This design comes from an exercise in tuning for small area, a short achievable clock period and few clock cycles on the open sky130 flow, not from production work. In this exercise RTL edits were held to simulation tests only and were not proved equivalent to the original.

==> design/flow/design.v <==
`timescale 1ns/10ps
module  CED(
	input  clk,
	input  rst,
	input  enable,
	output reg ird,
	input  [7:0] idata,	
	output reg [13:0] iaddr,
	output reg cwr_mag_0,
	output reg [12:0] cdata_mag_wr0,
	output reg crd_mag_0,
	input  [12:0] cdata_mag_rd0,
	output reg [13:0] caddr_mag_0,
	output reg cwr_ang_0,
	output reg [12:0] cdata_ang_wr0,
	output reg crd_ang_0,
	input  [12:0] cdata_ang_rd0,
	output reg [13:0] caddr_ang_0,
	output reg cwr1,
	output reg [12:0] cdata_wr1,
	output reg crd1,
	input  [12:0] cdata_rd1,
	output reg [13:0] caddr_1,
	output reg cwr2,
	output reg [12:0] cdata_wr2,
	output reg [13:0] caddr_2,
	output reg done
);
reg [5:0] state,next_state,i;
reg [7:0] Grayscale_temp[0:8];
reg signed [12:0] magnitude_L0[0:8];
reg [12:0] angle_L0[0:8];
reg signed [12:0] Gx,Gy,magnitude;
reg signed [12:0] Gx_abs,Gy_abs;
reg [15:0] n,j;
reg [12:0]angle;
reg signed[28:0] Gy_temp,angle_tmp, Gy_temp1;
parameter INIT=5'd0,GRAYSCALE_ADDR=5'd1,WAIT=5'd2,GRAYSCALE_DATA=5'd3,
          LAYER0=5'd4,INIT1=5'd5,LAYER1_ADDR=5'd6,WAIT1=5'd7,LAYER1_DATA=5'd8,
		  LAYER1_DATA1=5'd9,NMS=5'd10,INIT2=5'd11,LAYER2_ADDR=5'd12,
		  WAIT2=5'd13,LAYER2_DATA=5'd14,LAYER2_DATA1=5'd15,HT=5'd16,FINISHED=5'd17;
always @(posedge clk or posedge rst ) begin
  if(rst) state<=INIT;
  else state<=next_state;
end
always @(*) begin
	case (state)
		INIT:begin
		  next_state=(enable)?GRAYSCALE_ADDR:INIT;
		end 
		GRAYSCALE_ADDR:begin
		  next_state=WAIT;
		end
        WAIT:begin
		   next_state=GRAYSCALE_DATA;
		end
        GRAYSCALE_DATA:begin
			next_state=(i>8)?LAYER0:GRAYSCALE_ADDR;  
		end
		LAYER0:begin
		   next_state=(j>15875)?INIT1:GRAYSCALE_ADDR;
		end
        INIT1:begin
          next_state=LAYER1_ADDR;
        end
        LAYER1_ADDR:begin
            next_state=WAIT1;
	    end 
        WAIT1:begin
		   if((n>0&&n<125)||(n%126==0)||(n%126==125)||(n>15750&&n<15875))next_state=LAYER1_DATA1;
		   else next_state=LAYER1_DATA;
		end
		LAYER1_DATA:begin
		  next_state=(i>8)?NMS:LAYER1_ADDR; 
		end
		LAYER1_DATA1:begin
          next_state=LAYER1_ADDR;
		end
        NMS:begin
		  next_state=(n>15875)?INIT2:LAYER1_ADDR;
		end
		INIT2:begin
		  next_state=LAYER2_ADDR;
		end
		LAYER2_ADDR:begin
		  next_state=WAIT2;
		end
		WAIT2:begin
		  if((n>0&&n<125)||(n%126==0)||(n%126==125)||(n>15750&&n<15875))next_state=LAYER2_DATA1;
		  else next_state=LAYER2_DATA;
		end
		LAYER2_DATA:begin
		  next_state=(i>8)?HT:LAYER2_ADDR; 
		end
		LAYER2_DATA1:begin
          next_state=LAYER2_ADDR;
		end
		HT:begin
		  next_state=(n>15875)?FINISHED:LAYER2_ADDR;
		end
		default:begin
		  next_state=state;
		end 
	endcase	
end
always @(posedge clk) begin
		case (state)
		INIT:begin
		  n=0;
		  i=0;
		  j=0;
		  done=0;
		  ird=0;
		  cwr_mag_0=0;
		  cwr_ang_0=0;
		  crd_mag_0=0;
		  crd_ang_0=0;
		  cwr1=0;
		  crd1=0;
		  cwr2=0;
		  angle=0;
		  angle_tmp=0;
		end 
		GRAYSCALE_ADDR:begin
		  ird=1;
		  cwr_ang_0=0;
		  cwr_mag_0=0;
		  if (i==0)iaddr=n;
		  else if(i==1)iaddr=n+1;
		  else if(i==2)iaddr=n+2;
		  else if(i==3)iaddr=n+128;
		  else if(i==4)iaddr=n+129;
		  else if(i==5)iaddr=n+130;
		  else if(i==6)iaddr=n+256;
		  else if(i==7)iaddr=n+257;
		  else iaddr=n+258; 
		end
		WAIT:begin
		  angle=0;
		  angle_tmp=0;
		end
        GRAYSCALE_DATA:begin
		  Grayscale_temp[i]=idata;
		  i=i+1;
		end
		LAYER0:begin
		  i=0;
		  ird=0;
		  cwr_ang_0=1;
		  cwr_mag_0=1;
		  n=(n%128==125)?n+3:n+1;
		  Gx=-(Grayscale_temp[0])+Grayscale_temp[2]-(Grayscale_temp[3]<<1)+
		     (Grayscale_temp[5]<<1)-Grayscale_temp[6]+Grayscale_temp[8];
		  Gy=-Grayscale_temp[0]-(Grayscale_temp[1]<<1)-Grayscale_temp[2]+
		     Grayscale_temp[6]+(Grayscale_temp[7]<<1)+Grayscale_temp[8];
          Gx_abs=(Gx[12]==1)?-Gx:Gx;
          Gy_abs=(Gy[12]==1)?-Gy:Gy;
		  magnitude=Gx_abs+Gy_abs;
          angle_tmp=(Gx!=0)?(Gy<<16)/Gx:Gx;
		  if(angle_tmp<$signed(29'h00006A09) && angle_tmp>$signed(29'h1FFF95F7))begin                         
			if (Gx!=0&&Gy==0)angle=13'h00;
			else if (Gx==0&&Gy!=0)angle=13'h5a;
			else angle=13'h00;
		  end         
		  else if(angle_tmp>$signed(29'h00006A09) && angle_tmp<$signed(29'h00026A09))angle=13'h2d;            
		  else if(angle_tmp>$signed(29'h00026A09) || angle_tmp<$signed(29'h1FFD95F7))angle=13'h5a;            
		  else angle=13'h87;
		  caddr_mag_0=j;
		  cdata_mag_wr0=magnitude;
		  caddr_ang_0=j;
          cdata_ang_wr0=angle;
		  j=j+1;
		end
        INIT1:begin
		  j=0;
		  n=0;
		  i=0;
		  cwr_ang_0=0;
		  cwr_mag_0=0;
        end
		LAYER1_ADDR:begin
		  if ((n>0&&n<125)||(n%126==0)||(n%126==125)||(n>15750&&n<15875)) begin
		    cwr1=0;
			caddr_1=n;
		  end
          else begin
		    crd_ang_0=1;
		    crd_mag_0=1;
			cwr1=0;
			if (i==0)begin
			  caddr_ang_0=j;
			  caddr_mag_0=j;
			end
		    else if(i==1)begin
			  caddr_ang_0=j+1;
			  caddr_mag_0=j+1;
			end
		    else if(i==2)begin
			  caddr_ang_0=j+2;
			  caddr_mag_0=j+2;
			end
		    else if(i==3)begin
			  caddr_ang_0=j+126;
			  caddr_mag_0=j+126;
			end
		    else if(i==4)begin
			  caddr_ang_0=j+127;
			  caddr_mag_0=j+127;
			end
		    else if(i==5)begin
			  caddr_ang_0=j+128;
			  caddr_mag_0=j+128;
			end
		    else if(i==6)begin
			  caddr_ang_0=j+252;
			  caddr_mag_0=j+252;
			end
		    else if(i==7)begin
			  caddr_ang_0=j+253;
			  caddr_mag_0=j+253;
			end
		    else begin
			  caddr_ang_0=j+254;
			  caddr_mag_0=j+254;
			end
		  end
		end
		LAYER1_DATA:begin
		  angle_L0[i]=cdata_ang_rd0;
		  magnitude_L0[i]=cdata_mag_rd0;
		  i=i+1;
		end
		LAYER1_DATA1:begin
          	cwr1=1;
			cdata_wr1=0;
			n=n+1;
		end
		NMS:begin
		  crd_ang_0=0;
		  crd_mag_0=0;
		  cwr1=1;
		  caddr_1=n;
		  if (angle_L0[4]==13'h00) begin
            cdata_wr1=(magnitude_L0[4]>=magnitude_L0[3]
			          &&magnitude_L0[4]>=magnitude_L0[5])?magnitude_L0[4]:0;			
		  end
		  else if (angle_L0[4]==13'h2d) begin
			cdata_wr1=(magnitude_L0[4]>=magnitude_L0[2]
			          &&magnitude_L0[4]>=magnitude_L0[6])?magnitude_L0[4]:0;	
		  end
          else if (angle_L0[4]==13'h5a) begin
			cdata_wr1=(magnitude_L0[4]>=magnitude_L0[1]
			          &&magnitude_L0[4]>=magnitude_L0[7])?magnitude_L0[4]:0;	
		  end
		  else begin
			cdata_wr1=(magnitude_L0[4]>=magnitude_L0[0]
			          &&magnitude_L0[4]>=magnitude_L0[8])?magnitude_L0[4]:0;
		  end
		  j=(j%126==123)?j+3:j+1;
		  n=n+1;
		  i=0;
		end
		INIT2:begin
		  j=0;
		  n=0;
		  i=0;
          cwr1=0;
		end
		LAYER2_ADDR:begin
		  if ((n>0&&n<125)||(n%126==0)||(n%126==125)||(n>15750&&n<15875)) begin
		    cwr2=0;
			caddr_2=n;
		  end
          else begin
            crd1=1;
			cwr2=0;
			if (i==0)caddr_1=j;
		    else if(i==1)caddr_1=j+1;
		    else if(i==2)caddr_1=j+2;
		    else if(i==3)caddr_1=j+126;
		    else if(i==4)caddr_1=j+127;
		    else if(i==5)caddr_1=j+128;
		    else if(i==6)caddr_1=j+252;
		    else if(i==7)caddr_1=j+253;
		    else caddr_1=j+254;
		  end
		end
		LAYER2_DATA:begin
		  magnitude_L0[i]=cdata_rd1;
		  i=i+1;
		end	
		LAYER2_DATA1:begin
          	cwr2=1;
			cdata_wr2=0;
			n=n+1;
		end
		HT:begin
          crd1=0;
		  cwr2=1;
		  caddr_2=n;
          if (magnitude_L0[4]>=13'd100)cdata_wr2=13'd255;
		  else if(magnitude_L0[4]<13'd50)cdata_wr2=13'd0;
		  else begin
			if ((magnitude_L0[0]>=13'd100)||(magnitude_L0[1]>=13'd100)||
			    (magnitude_L0[2]>=13'd100)||(magnitude_L0[3]>=13'd100)||
				(magnitude_L0[5]>=13'd100)||(magnitude_L0[6]>=13'd100)||
				(magnitude_L0[7]>=13'd100)||(magnitude_L0[8]>=13'd100)) begin
				cdata_wr2=13'd255;
			end
			else cdata_wr2=13'd0;
		  end
		  j=(j%126==123)?j+3:j+1;
		  n=n+1;
		  i=0;
		end
		FINISHED:begin
		  done=1;
		end
		default:begin
		end 
	endcase
end
endmodule
==> design/flow/run.sh <==
#!/bin/bash
# synth_recipe.tcl (not shown) runs the flow's synth.tcl, then flattens the netlist and writes it again
# the make line also repeats each setting of config.mk as NAME=value (left out here)
make -C /OpenROAD-flow-scripts/flow DESIGN_CONFIG=/design/flow/config.mk WORK_HOME=/design/flow/orfs CLKGATE_MAP_FILE= SYNTH_SCRIPT=/design/flow/synth_recipe.tcl finish
==> design/flow/config.mk <==
export PLATFORM = sky130hd
export DESIGN_NAME = CED
export DESIGN_NICKNAME = CED
export VERILOG_FILES = /design/flow/design.v
export SDC_FILE = /design/flow/constraint.sdc
export NUM_CORES = 4
export LEC_CHECK = 0
export CAP_MARGIN = 20
export CORE_MARGIN = 2
export CORE_UTILIZATION = 40
export PLACE_DENSITY = 0.6
export SLEW_MARGIN = 20
==> design/flow/constraint.sdc <==
create_clock -name core_clock -period 90.0 [get_ports {clk}]
set_input_delay 18.0000 -clock core_clock [delete_from_list [all_inputs] [get_ports {clk}]]
set_output_delay 18.0000 -clock core_clock [all_outputs]
set_load 0.01 [all_outputs]
==> impl_results.md <==
* Number of DRC markers in iteration 0 at 4,752
* Area Growth Syn to Fin at 12.6%
* Synth unique cells at 122
* DP Area at 55,400 sq um
* Initial Utilization at 40.4%
* IO buf count at 170
* Fin crit share at 92.1%
* Async SR Flop Fraction at 1.50%
* Global-route wire length before repair at 269 mm
* H-tree levels at 2
* Placed Instances at 8,368
* Layout Cells excl Fill at 8,457
* CTS Root Cell: clkbuf_16
* Post-Syn Area at 50,900 sq um
* Worst path buffer plus inverter count at 26
* Crit Path Max Fanout at 34
* Most common cell on crit path: o21a_1
* R2R setup slack at 7.14 ns
* Deepest clock path buffer count at 3
* Number of synthesized flops with an enable pin at 328
* Residual DRC at 0
* Synthesized instance count at 6,508
* Most area-hungry cell type in the Yosys netlist: edfxtp_1
* Final hold violation count at 0
* Top FF cell, synth: edfxtp_1
* Reg clk slew, reported paths at 0.06 ns
* Core area at 126,000 sq um
* Hold_buf cts at 0
* Pin count of the biggest net entering global routing at 46
* Average vias per placed instance at 5.99
* Die area at 130,000 sq um
* Chip height at 361 um
* Fraction of layout cells with a size suffix above 1 at 8.51%
* Finished Cell Area at 57,300 sq um
* Dpl ws at -0.732 ns
* Clock period minus worst slack at 82.86 ns
* Clock Sinks at 333
* Detailed Place HPWL at 134 mm
* Maxcap violations at 0
* Min setup slack post-route at 7.14 ns
* Slew Viols, Final at 0
* Worst Hold Class: reg -> reg
* Required time of the critical path at 90.33 ns
* Routed len/inst at 20.6 um
* Register bit count reported by yosys at 333
* Vias in the first global route at 47,500
* DRT Pass-1 Iters at 8
* Worst setup SP type: flip-flop
* Top area cells in the synthesized netlist: edfxtp_1 (19%), ha_1 (15%), o21ai_0 (4.5%), a21oi_1 (4.3%), xnor2_1 (4.2%)
* Tightest Pin Transition at 1.10 ns
* Slew HR at 26.4%
* CP Data Arrival Time at 83.19 ns
* Sequential element share of the synthesized area at 19.6%
* CTS buffer count at 40
* Outcome: no timing/DRC/antenna violations
* GRT Util Overall at 25.6%
* Final Util at 45.5%
* # IOs at 181
* Final nets at 7,505
* Syn avg cell area at 7.82 sq um
* Worst-Skew Late Latency at 0.60 ns
* Vias at 50,700
* Gpl congestion at 0.972
* Synth top area share at 19.3%
* Setup Viol. Count Final at 0
* Cell family with most CP delay: compound AO/OA/AOI/OAI gates
* Die W at 361 um
* Max frequency at 0.0121 GHz
* Synth warn at 4
* CP max stage delay at 0.77 ns
* Endpoint class of the critical path: flip-flop
* Clk_skew at 0.0302 ns
* Drt total wl at 174 mm
* Total congestion overflow at 0
* Critical path class: reg -> reg
* Slowest-stage cell, CP: a2111oi_0
* Initial antenna violation count at 2
* CTS tree: built
* Total negative slack at 0 ns
* Antenna viol nets, final at 0
* Std-Cell Rows at 130
cell families (layout without fill, tap and decap cells):
family | after synthesis | after routing | share of synthesized area, %
buffers and inverters | 750 | 904 | 5.85
AOI/OAI and AO/OA | 1979 | 1979 | 25.8
other | 2 | 147 | 0.0147
xor gates and xnor gates | 358 | 358 | 6.20
DFF | 333 | 333 | 19.6
adders and majority gates | 683 | 683 | 17.5
and+or+nand+nor | 2257 | 2257 | 21.9
muxes | 146 | 146 | 3.17
tightest hold or removal path, stage by stage (launching register included):
cell      delay [ns]
edfxtp_1        0.38
xor2_1          0.08
nor2_1          0.07
sequential cells by signal, summed over array words and instances, names as in the netlist, 5 cells and up:
register,count
cdata_ang_wr0,6
caddr_ang_0,14
cdata_mag_wr0,13
caddr_2,14
caddr_1,14
i,6
iaddr,14
j,16
magnitude_L0,117
state,5
cdata_wr1,13
n,16
Grayscale_temp,64
angle_L0,13
layout by cell type, fill, tap and decap left out, types with 134 or more instances in the layout:
master | synthesis | layout
a21oi_1 | 438 | 422
nor3_1 | 209 | 206
o21ai_0 | 460 | 404
nor2_1 | 576 | 564
conb_1 | 2 | 146
a21o_1 | 142 | 140
buf_4 | 36 | 167
o21a_1 | 136 | 134
nand3_1 | 195 | 194
xnor2_1 | 247 | 240
nand2_1 | 535 | 532
ha_1 | 628 | 627
clkdlybuf4s50_1 | 0 | 170
inv_1 | 482 | 480
edfxtp_1 | 328 | 328
through the flow:
step / hold WS (ns)
5_1_grt: 0.692
4_1_cts: 0.652
3_3_place_gp: 0.620
3_5_place_dp: 0.633
6_report: 0.646
2_1_floorplan: 0.421
path summary, 6_finish.rpt:
kind                                                 from                    endpoint  cells past startpoint
max in group asynchronous                             rst        state[1]$_DFFE_PP0P_                      2
setup reg to reg           Grayscale_temp[0][0]$_DFFE_PP_  cdata_ang_wr0[3]$_DFFE_PP_                    423
hold / removal                         i[5]$_SDFFCE_PP0P_          i[5]$_SDFFCE_PP0P_                      2
min in group asynchronous                             rst        state[4]$_DFFE_PP0P_                      2
setup / recovery           Grayscale_temp[0][0]$_DFFE_PP_  cdata_ang_wr0[3]$_DFFE_PP_                    423
hold reg to reg                        i[5]$_SDFFCE_PP0P_          i[5]$_SDFFCE_PP0P_                      2
area by class of cell:
class	count	area [sq um]
fill	12400	68700
timing repair buffer	338	2980
sequential	333	9970
inverter	493	1850
tap	1650	2060
antenna	1	2.50
clock inverter	27	343
clock buffer	46	1020
multi-input combinational	5569	39100
metal layers:
metal / vias up / track usage (%) / part of all wire [%]
met1: 24200 / 35.8 / 46
met3: 221 / 2.69 / 6.5
li1: 24500 / - / -
met2: 1741 / 42.5 / 46
met5: - / 0 / 0
met4: 0 / 5.35 / 2.1
Yosys cell counts (all sizes together), types with 57 or more instances:
master / number
mux2: 109
nand2b: 85
nor4: 66
inv: 483
nand4: 117
o21ai: 469
o21a: 136
edfxtp: 328
ha: 628
nand2: 535
xor2: 109
or3: 78
a21oi: 438
o31ai: 69
a211oi: 57
and2: 62
xnor2: 249
and3: 74
a21o: 142
clkbuf: 180
nor2b: 96
a21boi: 86
nor2: 577
nand3: 196
buf: 77
o211ai: 72
nor3: 212
a31oi: 101
what timing repair did:
action                                 in CTS  in global routing
gates resized for setup                    10                172
pin swaps                                   0                 20
gates cloned                                0                  0
setup buffers                               0                 15
setup endpoints to repair                   6                  6
endpoints found under the hold margin       0                  0
Testbench counts, summed over its fixed seeds: cycles 17,382,852.

## afterwards: timing with drivers on the ports
The flow's constraints put no driver on any port. The routed layout listed below was extracted and timed again, unchanged, in two steps. Step 1 sets driving cells, clkbuf_16 on the clock port and buf_2 on the other inputs (assumed; they add their load-dependent delay and slew). Step 2 moves the port delays by t, midway between the first and last clock arrival at a register: inputs arrive t later, outputs are due t later. That takes back most of the time a late clock gives input paths. a / b / c = ideal ports / drivers / drivers and shift; a / b = the first two.
t, ns: 0.653
setup slack, ns: 7.144 / 7.144 / 7.144
worst setup path after step 2: register to register
latest minus earliest clock arrival (ns): 0.032 / 0.032
worst slew at a driven data input, ns: 0.10
After both steps setup and hold are still met in this run. For this run, drivers alone change the setup slack by 0.000 ns; drivers and shift together by 0.000 ns.
